From an optimization exercise on the open Yosys and OpenROAD flow, aimed at small area and a short achievable clock period; shortcuts taken in it are not production practice.

==> module frac_digits_hi, before the edit <==
module frac_digits_hi(input [11:0] c, output [3:0] d5, d4, d3, output [8:0] x3);
    wire [14:0] t1 = {c, 2'b00} + c;
    wire [10:0] x1 = t1[10:0];
    wire [13:0] t2 = {x1, 2'b00} + x1;
    wire [9:0]  x2 = t2[9:0];
    wire [12:0] t3 = {x2, 2'b00} + x2;
    assign x3 = t3[8:0];
    assign d5 = t1[14:11];
    assign d4 = t2[13:10];
    assign d3 = t3[12:9];
endmodule
==> module frac_digits_lo, before the edit <==
module frac_digits_lo(input [8:0] x3, output [3:0] d2, d1, d0);
    wire [11:0] t4 = {x3, 2'b00} + x3;
    wire [7:0]  x4 = t4[7:0];
    wire [10:0] t5 = {x4, 2'b00} + x4;
    wire [6:0]  x5 = t5[6:0];
    wire [9:0]  t6 = {x5, 2'b00} + x5;
    assign d2 = t4[11:8];
    assign d1 = t5[10:7];
    assign d0 = t6[9:6];
endmodule
==> module adc_display, before the edit <==
module adc_display(
    input         clk,
    input         ready,
    input  [15:0] data,
    output [15:0] LED,
    output [3:0]  dig0,
    output [3:0]  dig1,
    output [3:0]  dig2,
    output [3:0]  dig3,
    output [3:0]  dig4,
    output [3:0]  dig5,
    output [3:0]  dig6
);
    wire [11:0] c = data[15:4];
    wire full = (c >= 12'd4093);
    wire [3:0] d5, d4, d3;
    wire [8:0] x3;
    frac_digits_hi conv_hi(.c(c), .d5(d5), .d4(d4), .d3(d3), .x3(x3));
    reg        full_q;
    reg [3:0]  d5_q, d4_q, d3_q;
    reg [8:0]  x3_q;
    reg [3:0]  level;
    always @(posedge clk) begin
        full_q <= full;
        d5_q   <= full ? 4'd0 : d5;
        d4_q   <= full ? 4'd0 : d4;
        d3_q   <= full ? 4'd0 : d3;
        x3_q   <= full ? 9'd0 : x3;
        if (ready) level <= data[15:12];
    end
    genvar i;
    generate
        for (i = 0; i < 16; i = i + 1) begin : bar
            assign LED[i] = (level >= i);
        end
    endgenerate
    wire [3:0] d2, d1, d0;
    frac_digits_lo conv_lo(.x3(x3_q), .d2(d2), .d1(d1), .d0(d0));
    assign dig0 = d0;
    assign dig1 = d1;
    assign dig2 = d2;
    assign dig3 = d3_q;
    assign dig4 = d4_q;
    assign dig5 = d5_q;
    assign dig6 = {3'b000, full_q};
endmodule
Settings: LEC_CHECK=0, CAP_MARGIN=20, CORE_MARGIN=2, CORE_UTILIZATION=40, SLEW_MARGIN=20; clock period 25.0 ns.
run.sh (not shown) runs the stock make flow with config.mk's settings and CLKGATE_MAP_FILE= SYNTH_SCRIPT=/design/flow/synth_recipe.tcl, a recipe that flattens the netlist after the stock synthesis.
The starting point produced a clean layout.
Rerun with:
==> flow/design.v (replaced) <==
module frac_digits(input [11:0] c, output [3:0] d5, d4, d3, d2, d1, d0);
    wire [14:0] t1 = {c, 2'b00} + c;
    wire [10:0] x1 = t1[10:0];
    wire [13:0] t2 = {x1, 2'b00} + x1;
    wire [9:0]  x2 = t2[9:0];
    wire [12:0] t3 = {x2, 2'b00} + x2;
    wire [8:0]  x3 = t3[8:0];
    wire [11:0] t4 = {x3, 2'b00} + x3;
    wire [7:0]  x4 = t4[7:0];
    wire [10:0] t5 = {x4, 2'b00} + x4;
    wire [6:0]  x5 = t5[6:0];
    wire [9:0]  t6 = {x5, 2'b00} + x5;
    assign d5 = t1[14:11];
    assign d4 = t2[13:10];
    assign d3 = t3[12:9];
    assign d2 = t4[11:8];
    assign d1 = t5[10:7];
    assign d0 = t6[9:6];
endmodule
module adc_display(
    input         clk,
    input         ready,
    input  [15:0] data,
    output [15:0] LED,
    output [3:0]  dig0,
    output [3:0]  dig1,
    output [3:0]  dig2,
    output [3:0]  dig3,
    output [3:0]  dig4,
    output [3:0]  dig5,
    output [3:0]  dig6
);
    reg [11:0] code;
    reg [3:0]  level;
    always @(posedge clk) begin
        code <= data[15:4];
        if (ready) level <= data[15:12];
    end
    genvar i;
    generate
        for (i = 0; i < 16; i = i + 1) begin : bar
            assign LED[i] = (level >= i);
        end
    endgenerate
    wire full = (code >= 12'd4093);
    wire [3:0] d5, d4, d3, d2, d1, d0;
    frac_digits conv(.c(code), .d5(d5), .d4(d4), .d3(d3), .d2(d2), .d1(d1), .d0(d0));
    assign dig0 = full ? 4'd0 : d0;
    assign dig1 = full ? 4'd0 : d1;
    assign dig2 = full ? 4'd0 : d2;
    assign dig3 = full ? 4'd0 : d3;
    assign dig4 = full ? 4'd0 : d4;
    assign dig5 = full ? 4'd0 : d5;
    assign dig6 = {3'b000, full};
endmodule
Sequential share of layout area went down by 5.0 points.
Core utilization went up by 1.8 points.
Final area went down by 7.7%.
Maximum frequency went down by 18%.
Routed wire length went up by 1.6%.
Non-clock buffer count went down by 1.
Die area went down by 8.3%.
No functional check of the RTL was part of any run of this note.

## separate check: timing with driven ports
How much do the figures lean on ideal ports? The routed layouts below were timed once more, with nothing changed but the port constraints. Step 1 (the two cells are an assumption about what drives the block):
set clk [get_ports {clk}]
set_driving_cell -lib_cell sky130_fd_sc_hd__clkbuf_16 $clk
set_driving_cell -lib_cell sky130_fd_sc_hd__buf_2 [delete_from_list [all_inputs] $clk]
Step 2, shift: input delay + t, output delay - t, t = (earliest + latest rising clock arrival at the registers) / 2. This alone moves slack from input paths to output paths. a / b / c = no drivers / after step 1 / after step 2; a / b = the first two.
run	t, ns	slack for setup (ns)	worst register clock-pin slew, ns
the first run	0.287	15.947 / 15.948 / 15.661	0.09 / 0.09
the second run	0.267	13.906 / 13.886 / 14.153	0.06 / 0.06
After both steps every run listed still meets setup and hold. The setup slack of the first run, which loses most, moves by +0.001 ns with the drivers and by -0.286 ns with both steps.
